Source: an optimization exercise on an open RTL-to-GDS flow (aim: small area). Production flows keep margins and buffers that such runs may drop. RTL that was checked went through simulation tests only; none was proved equivalent to the original.

==> 02-21: inputs <==
==> flow/design.v (excerpt) <==
module cpu(
    input           clk,
    input           rst,
    output [31:0]   pc,
    input  [31:0]   imem_data,
    output          dmem_en,
    output          dmem_we,
    output [3:0]    dmem_be,
    output [9:0]    dmem_addr,
    output [31:0]   dmem_wdata,
    input  [31:0]   dmem_rdata,
    output [31:0]   out_reg6,
    output [31:0]   out_reg7,
    output [31:0]   out_reg15,
    output [31:0]   out_reg16
);
==> module muldiv, before the edit <==
module muldiv(
    input           clk,
    input           rst,
    input           ph1,       
    input           mul,       
    input           sga,       
    input           sgb,       
    input  [31:0]   a,
    input  [31:0]   b,
    output [31:0]   hi,
    output [31:0]   lo
    );
    wire na = sga & a[31];
    wire nb = sgb & b[31];
    wire [31:0] ua, ub;
    cneg32 neg_a(.x(a), .n(na), .ci(1'b0), .y(ua), .any());
    cneg32 neg_b(.x(b), .n(nb), .ci(1'b0), .y(ub), .any());
    wire [31:0] k = ub ^ {32{~mul}};
    wire [31:0] zb;
    assign zb[31] = 1'b1;
    genvar zi;
    generate
        for (zi = 30; zi >= 0; zi = zi - 1) begin : g_zb
            assign zb[zi] = zb[zi+1] & ~ub[zi+1];
        end
    endgenerate
    reg  [31:0] st_w;
    reg  [15:0] st_u0, st_u1;
    wire [31:0] row_in  [0:16];
    wire [15:0] u0, u1;
    assign row_in[0] = ph1 ? 32'b0 : st_w;
    genvar p, j;
    generate
        for (p = 0; p < 16; p = p + 1) begin : g_row
            localparam POL = p % 2;
            wire abit = ph1 ? ua[31 - p] : ua[15 - p];
            wire [31:0] y = { row_in[p][30:0], (~mul & abit) ^ POL[0] };
            wire [32:0] c;
            wire [31:0] s;
            assign c[0] = ~mul ^ POL[0];
            for (j = 0; j < 32; j = j + 1) begin : g_cell
                wire x = k[j] ^ POL[0];
                assign s[j]   = y[j] ^ x ^ c[j];
                assign c[j+1] = (y[j] & x) | (c[j] & (y[j] ^ x));
            end
            wire co   = c[32] ^ POL[0];
            wire top  = row_in[p][31] ^ POL[0];
            wire q    = ph1 ? (zb[p] & (c[p+1] ^ POL[0])) : (zb[p+16] & (c[p+17] ^ POL[0]));
            wire sel  = mul ? abit : q;
            assign row_in[p+1] = ~(sel ? s : y);
            assign u0[p] = mul ? (top ^ (abit & co)) : q;
            assign u1[p] = abit & top & co;
        end
    endgenerate
    always @(negedge clk or posedge rst)
        if (rst) begin
            st_w  <= 32'b0;
            st_u0 <= 16'b0;
            st_u1 <= 16'b0;
        end else begin
            st_w  <= row_in[16];
            st_u0 <= u0;
            st_u1 <= u1;
        end
    wire [31:0] U0 = { st_u0[0],  st_u0[1],  st_u0[2],  st_u0[3],  st_u0[4],  st_u0[5],
                       st_u0[6],  st_u0[7],  st_u0[8],  st_u0[9],  st_u0[10], st_u0[11],
                       st_u0[12], st_u0[13], st_u0[14], st_u0[15],
                       u0[0],  u0[1],  u0[2],  u0[3],  u0[4],  u0[5],  u0[6],  u0[7],
                       u0[8],  u0[9],  u0[10], u0[11], u0[12], u0[13], u0[14], u0[15] };
    wire [31:0] U1 = { st_u1[0],  st_u1[1],  st_u1[2],  st_u1[3],  st_u1[4],  st_u1[5],
                       st_u1[6],  st_u1[7],  st_u1[8],  st_u1[9],  st_u1[10], st_u1[11],
                       st_u1[12], st_u1[13], st_u1[14], st_u1[15],
                       u1[0],  u1[1],  u1[2],  u1[3],  u1[4],  u1[5],  u1[6],  u1[7],
                       u1[8],  u1[9],  u1[10], u1[11], u1[12], u1[13], u1[14], u1[15] };
    wire [31:0] w = row_in[16];
    wire [31:0] mh;
    wire [32:0] hc;
    assign hc[0] = 1'b0;
    generate
        for (j = 0; j < 32; j = j + 1) begin : g_hadd
            wire u1s = (j == 0) ? 1'b0 : U1[j-1];
            assign mh[j]   = U0[j] ^ u1s ^ hc[j];
            assign hc[j+1] = (U0[j] & u1s) | (hc[j] & (U0[j] ^ u1s));
        end
    endgenerate
    wire [31:0] hi_u = mul ? mh : w;
    wire [31:0] lo_u = mul ? w : U0;
    wire n_lo = na ^ nb;
    wire n_hi = mul ? n_lo : na;
    wire lo_any;
    cneg32 neg_lo(.x(lo_u), .n(n_lo), .ci(1'b0), .y(lo), .any(lo_any));
    cneg32 neg_hi(.x(hi_u), .n(n_hi), .ci(mul & lo_any), .y(hi), .any());
endmodule
Settings: LEC_CHECK=0, ABC_AREA=1, CAP_MARGIN=20, CORE_MARGIN=2, CORE_UTILIZATION=30, CTS_BUF_LIST=sky130_fd_sc_hd__clkbuf_8, CTS_CLUSTER_SIZE=20, PLACE_DENSITY=0.4, SLEW_MARGIN=20; clock period 500.0 ns.
run.sh (not shown) runs the stock make flow with config.mk's settings and CLKGATE_MAP_FILE= SYNTH_SCRIPT=/design/flow/synth_recipe.tcl, a recipe that flattens the netlist after the stock synthesis.
==> inputs of 04-06, as changes to 02-21 <==
--- a/flow/design.v
+++ b/flow/design.v
@@ -418,17 +418,17 @@
         end
     always @(posedge clk) begin
         e_a    <= d_sh_any ? rt_v : rs_v;
         e_b    <= d_sh_any ? sh_pow : (b_imm ? imm : rt_v);
         e_p    <= (d_jal | d_jalr) ? id_pc4 : (d_mfc0 ? c0_rd : rt_v);
         e_fn   <= d_fn;
         e_sga  <= d_mul | d_div | d_sh_ra;
         e_sgb  <= d_mul | d_div;
-        e_hsrc <= (d_div | d_divu) ? H_DIV : ((d_mthi | d_mtlo) ? H_RS : H_MUL);
+        e_hsrc <= (d_div | d_divu) ? H_DIV : H_MUL;
         e_mwe  <= d_store;
         e_msz  <= (d_lh | d_lhu | d_sh) ? S_H : ((d_lb | d_lbu | d_sb) ? S_B : S_W);
         e_msg  <= d_lh | d_lb;
         e_rdc  <= rd_addr;
         e_mfc0 <= d_mfc0;
     end
     wire [31:0] A = e_a;
     wire [31:0] B = e_b;
@@ -443,42 +443,51 @@
         clz = 6'd32;
         for (ci = 0; ci < 32; ci = ci + 1)
             if (A[ci]) clz = 6'd31 - ci[5:0];
     end
     wire [31:0] md_hi, md_lo;
     muldiv muldiv_inst(
         .clk(clk), .rst(rst), .ph1(ph1), .mul(e_hsrc == H_MUL), .sga(e_sga), .sgb(e_sgb),
         .a(A), .b(B), .hi(md_hi), .lo(md_lo));
+    wire [3:0] lg_tt = (e_fn == F_AND) ? 4'b1000 :
+                       (e_fn == F_OR)  ? 4'b1110 :
+                       (e_fn == F_XOR) ? 4'b0110 : 4'b0001;
+    wire [31:0] lg;
+    generate
+        for (si = 0; si < 32; si = si + 1) begin : g_lg
+            assign lg[si] = lg_tt[{ A[si], B[si] }];
+        end
+    endgenerate
     reg [31:0] ex_val;
     always @(*) begin
         case (e_fn)
             F_ADD:   ex_val = sum[31:0];
             F_SUB:   ex_val = sum[31:0];
-            F_AND:   ex_val = A & B;
-            F_OR:    ex_val = A | B;
-            F_XOR:   ex_val = A ^ B;
-            F_NOR:   ex_val = ~(A | B);
+            F_AND:   ex_val = lg;
+            F_OR:    ex_val = lg;
+            F_XOR:   ex_val = lg;
+            F_NOR:   ex_val = lg;
             F_LUI:   ex_val = { B[15:0], 16'b0 };
             F_SLT:   ex_val = { 31'b0, lt_s };
             F_SLTU:  ex_val = { 31'b0, lt_u };
             F_MDHI:  ex_val = md_hi;
             F_P:     ex_val = e_p;
             F_HI:    ex_val = hi_r & {32{hi_v}};
             F_LO:    ex_val = lo_r & {32{lo_v}};
             F_CLZ:   ex_val = { 26'b0, clz };
             F_MUL:   ex_val = md_lo;
             default: ex_val = sum[31:0];
         endcase
     end
     wire [31:0] ex_fwd = e_mfc0 ? 32'b0 : ex_val;
     reg hi_v, lo_v;
     always @(posedge clk) begin
-        if (e_hw) hi_r <= (e_hsrc == H_RS) ? A : md_hi;
-        if (e_lw) lo_r <= (e_hsrc == H_RS) ? A : md_lo;
+        if (e_hw) hi_r <= md_hi;
+        if (e_lw) lo_r <= md_lo;
     end
     always @(posedge clk or posedge rst)
         if (rst) begin
             hi_v <= 1'b0;
             lo_v <= 1'b0;
         end else begin
             if (e_hw) hi_v <= 1'b1;
             if (e_lw) lo_v <= 1'b1;
==> flow/flow/run.sh (new file) <==
#!/bin/bash
# 1. the standard synthesis, unchanged.
# 2. Area-oriented re-mapping of its combinational gates (flow/remap.tcl);
#    registers, adder cells and tie cells are untouched.
# 3. the standard layout of that netlist, with ports buffered by the
#    smallest buffer and a clock tree with larger leaf clusters and no
#    dummy loads.
# Each tool's output goes to a log file of its own in this folder.
set -euo pipefail
W=$PWD
bash standard.sh synth > log_1_synth.log 2>&1
R=orfs/results/$FLOW_PLATFORM/cpu/base
cp $R/1_2_yosys.v standard_synth.v
mv orfs orfs_synth
YOSYS=$(command -v yosys || echo $FLOW_HOME/../tools/install/yosys/bin/yosys)
REMAP_LIB=$FLOW_HOME/platforms/$FLOW_PLATFORM/lib/sky130_fd_sc_hd__tt_025C_1v80.lib \
REMAP_IN=$W/standard_synth.v REMAP_OUT=$W/remapped.v REMAP_TOP=$FLOW_TOP \
REMAP_SCRIPT=$W/flow/remap.abc REMAP_DIR=$W \
  $YOSYS -c flow/remap.tcl > log_2_remap.log 2>&1
bash standard.sh \
  "SYNTH_NETLIST_FILES=$W/remapped.v" \
  "BUFFER_PORTS_ARGS=-buffer_cell sky130_fd_sc_hd__buf_1" \
  "CTS_ARGS=-sink_clustering_enable -repair_clock_nets -dont_use_dummy_load -buf_list sky130_fd_sc_hd__clkbuf_8 -sink_clustering_size 12 -sink_clustering_max_diameter 100" \
  finish > log_3_layout.log 2>&1
==> flow/flow/remap.abc (new file) <==
strash
dch -f
amap -F 4 -A 10 -m
topo
==> flow/flow/remap.tcl (new file) <==
# Re-map the combinational logic of the standard synthesis with an
# area-oriented ABC script.  Flip-flops, adder cells and tie cells are kept
# as they are (same instances, names and cell types); only the gates between
# them are unmapped to plain logic and mapped again.
yosys -import
set lib $::env(REMAP_LIB)
set dir $::env(REMAP_DIR)
set keep {sky130_fd_sc_hd__df* sky130_fd_sc_hd__edf* sky130_fd_sc_hd__sdf* sky130_fd_sc_hd__sedf*
          sky130_fd_sc_hd__dlx* sky130_fd_sc_hd__dlr* sky130_fd_sc_hd__dlclkp* sky130_fd_sc_hd__sdlclkp*
          sky130_fd_sc_hd__fa_* sky130_fd_sc_hd__fah* sky130_fd_sc_hd__ha_* sky130_fd_sc_hd__conb_*}
set dont_use {}
foreach p {sky130_fd_sc_hd__probe_p_8 sky130_fd_sc_hd__probec_p_8 sky130_fd_sc_hd__lpflow_*
           sky130_fd_sc_hd__clk* sky130_fd_sc_hd__dly* sky130_fd_sc_hd__buf_*} {
  lappend dont_use -dont_use $p
}

# every cell as its function; the kept ones as black boxes
read_liberty -ignore_miss_func $lib
foreach p $keep { setattr -mod -set blackbox 1 $p }
read_verilog $::env(REMAP_IN)
hierarchy -top $::env(REMAP_TOP)
tee -o $dir/remap_before.txt stat -liberty $lib
flatten
opt -purge
abc -liberty $lib {*}$dont_use -script $::env(REMAP_SCRIPT) -D 500000
opt_clean -purge
setundef -zero
hilomap -singleton -hicell sky130_fd_sc_hd__conb_1 HI -locell sky130_fd_sc_hd__conb_1 LO
insbuf -buf sky130_fd_sc_hd__buf_1 A X
splitnets
opt_clean -purge
# cell definitions for the checks below (flatten dropped the unused ones)
read_liberty -lib -overwrite $lib
tee -o $dir/remap_after.txt stat -liberty $lib
check -assert
write_verilog -noattr -nohex -nodec $::env(REMAP_OUT)
==> flow/standard.sh (new file) <==
#!/bin/bash
# synth_recipe.tcl (not shown) runs the flow's synth.tcl, then flattens the netlist and writes it again
# the make line also repeats each setting of config.mk as NAME=value (left out here)
make -C /OpenROAD-flow-scripts/flow DESIGN_CONFIG=/design/flow/config.mk WORK_HOME=/design/flow/orfs CLKGATE_MAP_FILE= SYNTH_SCRIPT=/design/flow/synth_recipe.tcl "${@:-finish}"
- CAP_MARGIN: 20 -> 40
- CORE_UTILIZATION: 30 -> 65
- CTS_BUF_LIST: sky130_fd_sc_hd__clkbuf_8 -> not set
- CTS_CLUSTER_SIZE: 20 -> not set
- PLACE_DENSITY: 0.4 -> 0.75
- SLEW_MARGIN: 20 -> 40
removed: flow/run.sh
==> inputs of 01-27, as changes to 02-21 <==
--- a/flow/design.v
+++ b/flow/design.v
@@ -443,25 +443,34 @@
         clz = 6'd32;
         for (ci = 0; ci < 32; ci = ci + 1)
             if (A[ci]) clz = 6'd31 - ci[5:0];
     end
     wire [31:0] md_hi, md_lo;
     muldiv muldiv_inst(
         .clk(clk), .rst(rst), .ph1(ph1), .mul(e_hsrc == H_MUL), .sga(e_sga), .sgb(e_sgb),
         .a(A), .b(B), .hi(md_hi), .lo(md_lo));
+    wire [3:0] lg_tt = (e_fn == F_AND) ? 4'b1000 :
+                       (e_fn == F_OR)  ? 4'b1110 :
+                       (e_fn == F_XOR) ? 4'b0110 : 4'b0001;
+    wire [31:0] lg;
+    generate
+        for (si = 0; si < 32; si = si + 1) begin : g_lg
+            assign lg[si] = lg_tt[{ A[si], B[si] }];
+        end
+    endgenerate
     reg [31:0] ex_val;
     always @(*) begin
         case (e_fn)
             F_ADD:   ex_val = sum[31:0];
             F_SUB:   ex_val = sum[31:0];
-            F_AND:   ex_val = A & B;
-            F_OR:    ex_val = A | B;
-            F_XOR:   ex_val = A ^ B;
-            F_NOR:   ex_val = ~(A | B);
+            F_AND:   ex_val = lg;
+            F_OR:    ex_val = lg;
+            F_XOR:   ex_val = lg;
+            F_NOR:   ex_val = lg;
             F_LUI:   ex_val = { B[15:0], 16'b0 };
             F_SLT:   ex_val = { 31'b0, lt_s };
             F_SLTU:  ex_val = { 31'b0, lt_u };
             F_MDHI:  ex_val = md_hi;
             F_P:     ex_val = e_p;
             F_HI:    ex_val = hi_r & {32{hi_v}};
             F_LO:    ex_val = lo_r & {32{lo_v}};
             F_CLZ:   ex_val = { 26'b0, clz };
==> flow/flow/run.sh (new file) <==
#!/bin/bash
# 1. the standard synthesis, unchanged.
# 2. Area-oriented re-mapping of its combinational gates (flow/remap.tcl);
#    registers, adder cells and tie cells are untouched.
# 3. the standard layout of that netlist, with ports buffered by the
#    smallest buffer and a clock tree with larger leaf clusters and no
#    dummy loads.
# Each tool's output goes to a log file of its own in this folder.
set -euo pipefail
W=$PWD
bash standard.sh synth > log_1_synth.log 2>&1
R=orfs/results/$FLOW_PLATFORM/cpu/base
cp $R/1_2_yosys.v standard_synth.v
mv orfs orfs_synth
YOSYS=$(command -v yosys || echo $FLOW_HOME/../tools/install/yosys/bin/yosys)
REMAP_LIB=$FLOW_HOME/platforms/$FLOW_PLATFORM/lib/sky130_fd_sc_hd__tt_025C_1v80.lib \
REMAP_IN=$W/standard_synth.v REMAP_OUT=$W/remapped.v REMAP_TOP=$FLOW_TOP \
REMAP_SCRIPT=$W/flow/remap.abc REMAP_DIR=$W \
  $YOSYS -c flow/remap.tcl > log_2_remap.log 2>&1
bash standard.sh \
  "SYNTH_NETLIST_FILES=$W/remapped.v" \
  "BUFFER_PORTS_ARGS=-buffer_cell sky130_fd_sc_hd__buf_1" \
  "CTS_ARGS=-sink_clustering_enable -repair_clock_nets -dont_use_dummy_load -buf_list sky130_fd_sc_hd__clkbuf_8 -sink_clustering_size 12 -sink_clustering_max_diameter 100" \
  finish > log_3_layout.log 2>&1
==> flow/flow/remap.abc (new file) <==
strash
dch -f
amap -F 4 -A 10 -m
topo
==> flow/flow/remap.tcl (new file) <==
# Re-map the combinational logic of the standard synthesis with an
# area-oriented ABC script.  Flip-flops, adder cells and tie cells are kept
# as they are (same instances, names and cell types); only the gates between
# them are unmapped to plain logic and mapped again.
yosys -import
set lib $::env(REMAP_LIB)
set dir $::env(REMAP_DIR)
set keep {sky130_fd_sc_hd__df* sky130_fd_sc_hd__edf* sky130_fd_sc_hd__sdf* sky130_fd_sc_hd__sedf*
          sky130_fd_sc_hd__dlx* sky130_fd_sc_hd__dlr* sky130_fd_sc_hd__dlclkp* sky130_fd_sc_hd__sdlclkp*
          sky130_fd_sc_hd__fa_* sky130_fd_sc_hd__fah* sky130_fd_sc_hd__ha_* sky130_fd_sc_hd__conb_*}
set dont_use {}
foreach p {sky130_fd_sc_hd__probe_p_8 sky130_fd_sc_hd__probec_p_8 sky130_fd_sc_hd__lpflow_*
           sky130_fd_sc_hd__clk* sky130_fd_sc_hd__dly* sky130_fd_sc_hd__buf_*} {
  lappend dont_use -dont_use $p
}

# every cell as its function; the kept ones as black boxes
read_liberty -ignore_miss_func $lib
foreach p $keep { setattr -mod -set blackbox 1 $p }
read_verilog $::env(REMAP_IN)
hierarchy -top $::env(REMAP_TOP)
tee -o $dir/remap_before.txt stat -liberty $lib
flatten
opt -purge
abc -liberty $lib {*}$dont_use -script $::env(REMAP_SCRIPT) -D 500000
opt_clean -purge
setundef -zero
hilomap -singleton -hicell sky130_fd_sc_hd__conb_1 HI -locell sky130_fd_sc_hd__conb_1 LO
insbuf -buf sky130_fd_sc_hd__buf_1 A X
splitnets
opt_clean -purge
# cell definitions for the checks below (flatten dropped the unused ones)
read_liberty -lib -overwrite $lib
tee -o $dir/remap_after.txt stat -liberty $lib
check -assert
write_verilog -noattr -nohex -nodec $::env(REMAP_OUT)
==> flow/standard.sh (new file) <==
#!/bin/bash
# synth_recipe.tcl (not shown) runs the flow's synth.tcl, then flattens the netlist and writes it again
# the make line also repeats each setting of config.mk as NAME=value (left out here)
make -C /OpenROAD-flow-scripts/flow DESIGN_CONFIG=/design/flow/config.mk WORK_HOME=/design/flow/orfs CLKGATE_MAP_FILE= SYNTH_SCRIPT=/design/flow/synth_recipe.tcl "${@:-finish}"
- CAP_MARGIN: 20 -> 40
- CORE_UTILIZATION: 30 -> 55
- CTS_BUF_LIST: sky130_fd_sc_hd__clkbuf_8 -> not set
- CTS_CLUSTER_SIZE: 20 -> not set
- PLACE_DENSITY: 0.4 -> 0.65
- SLEW_MARGIN: 20 -> 40
removed: flow/run.sh
==> inputs of 05-28, as changes to 02-21 <==
--- a/flow/design.v
+++ b/flow/design.v
@@ -12,24 +12,16 @@
     output [31:0]   lo
     );
     wire na = sga & a[31];
     wire nb = sgb & b[31];
     wire [31:0] ua, ub;
     cneg32 neg_a(.x(a), .n(na), .ci(1'b0), .y(ua), .any());
     cneg32 neg_b(.x(b), .n(nb), .ci(1'b0), .y(ub), .any());
     wire [31:0] k = ub ^ {32{~mul}};
-    wire [31:0] zb;
-    assign zb[31] = 1'b1;
-    genvar zi;
-    generate
-        for (zi = 30; zi >= 0; zi = zi - 1) begin : g_zb
-            assign zb[zi] = zb[zi+1] & ~ub[zi+1];
-        end
-    endgenerate
     reg  [31:0] st_w;
     reg  [15:0] st_u0, st_u1;
     wire [31:0] row_in  [0:16];
     wire [15:0] u0, u1;
     assign row_in[0] = ph1 ? 32'b0 : st_w;
     genvar p, j;
     generate
         for (p = 0; p < 16; p = p + 1) begin : g_row
@@ -41,21 +33,20 @@
             assign c[0] = ~mul ^ POL[0];
             for (j = 0; j < 32; j = j + 1) begin : g_cell
                 wire x = k[j] ^ POL[0];
                 assign s[j]   = y[j] ^ x ^ c[j];
                 assign c[j+1] = (y[j] & x) | (c[j] & (y[j] ^ x));
             end
             wire co   = c[32] ^ POL[0];
             wire top  = row_in[p][31] ^ POL[0];
-            wire q    = ph1 ? (zb[p] & (c[p+1] ^ POL[0])) : (zb[p+16] & (c[p+17] ^ POL[0]));
-            wire sel  = mul ? abit : q;
+            wire sel  = mul ? abit : co;
             assign row_in[p+1] = ~(sel ? s : y);
-            assign u0[p] = mul ? (top ^ (abit & co)) : q;
-            assign u1[p] = abit & top & co;
+            assign u0[p] = mul ? (top ^ (sel & co)) : co;
+            assign u1[p] = sel & top & co;
         end
     endgenerate
     always @(negedge clk or posedge rst)
         if (rst) begin
             st_w  <= 32'b0;
             st_u0 <= 16'b0;
             st_u1 <= 16'b0;
         end else begin
- CTS_BUF_LIST: sky130_fd_sc_hd__clkbuf_8 -> not set
- CTS_CLUSTER_SIZE: 20 -> not set
==> impl_metrics.toml <==
[cts]
cts_buffer_depth = 4

[detailed_routing]
routed_wl_um = 636000
avgViaCountPerCell = 5.33

[cells_and_area]
fin_util_pct = 34.2

[power]
p_switching_uw = 301

[logic_synthesis]
synth.area.mux_share_pct = 0.365
synthAdderAreaFrac_pct = 9.36

[outcome]
status = "no timing/DRC/antenna violations"
That was 02-21.
==> impl_metrics.toml <==
[floorplan]
core_area_um2 = 191000

[outcome]
status = "no timing/DRC/antenna violations"

[cts]
clk_pin_slew_ns = 0.09

[cells_and_area]
top_regs = "g_c0.q: 1024 flops, g_gpr.q: 992 flops"
fin_util_pct = 71.4
multi_input_area_um2 = 48500

[worst_setup_path]
cp-endpoint = "pc_r[0]"

[power]
power_density_nw_per_um2 = 8.12
p_switching_uw = 588

[detailed_routing]
routed_wl_um = 498000
avgViaCountPerCell = 7.81

[placed_design]
hpwlAfterDp_um = 333000
That was 04-06.
==> impl_metrics.toml <==
[global_route]
antenna_found_initial = 40
use_met1_pct = 57.1

[cts]
cts_buffer_depth = 3
hold_buffers = 0

[cells_and_area]
fin_util_pct = 60.7

[detailed_routing]
routed_wl_um = 520000

[power]
seq_power_uw = 287
p_switching_uw = 247

[outcome]
status = "no timing/DRC/antenna violations"

[sta]
fin_ws_ns = 50.99

[worst_setup_path]
r2r_slack_ns = 50.99
That was 01-27.
==> impl_metrics.toml <==
[flow_run]
maxCapViolations = 4

[detailed_routing]
avgViaCountPerCell = 5.38
routed_wl_um = 639000

[logic_synthesis]
synthAdderAreaFrac_pct = 9.54

[worst_setup_path]
crit_family = "adder cells"
cp.arrival_ns = 490.41

[cts]
cts_buffer_depth = 4
clk_pin_slew_ns = 0.06

[outcome]
status = "failed layout checks"
violations = "max-capacitance violations, max-slew violations"

[cells_and_area]
fin_util_pct = 35.0

[power]
p_switching_uw = 306

[placed_design]
gp_congestion = 0.974

[sta]
drv_slew = 9
That was 05-28.
The RTL of 04-06 was laid out without a check of its function.
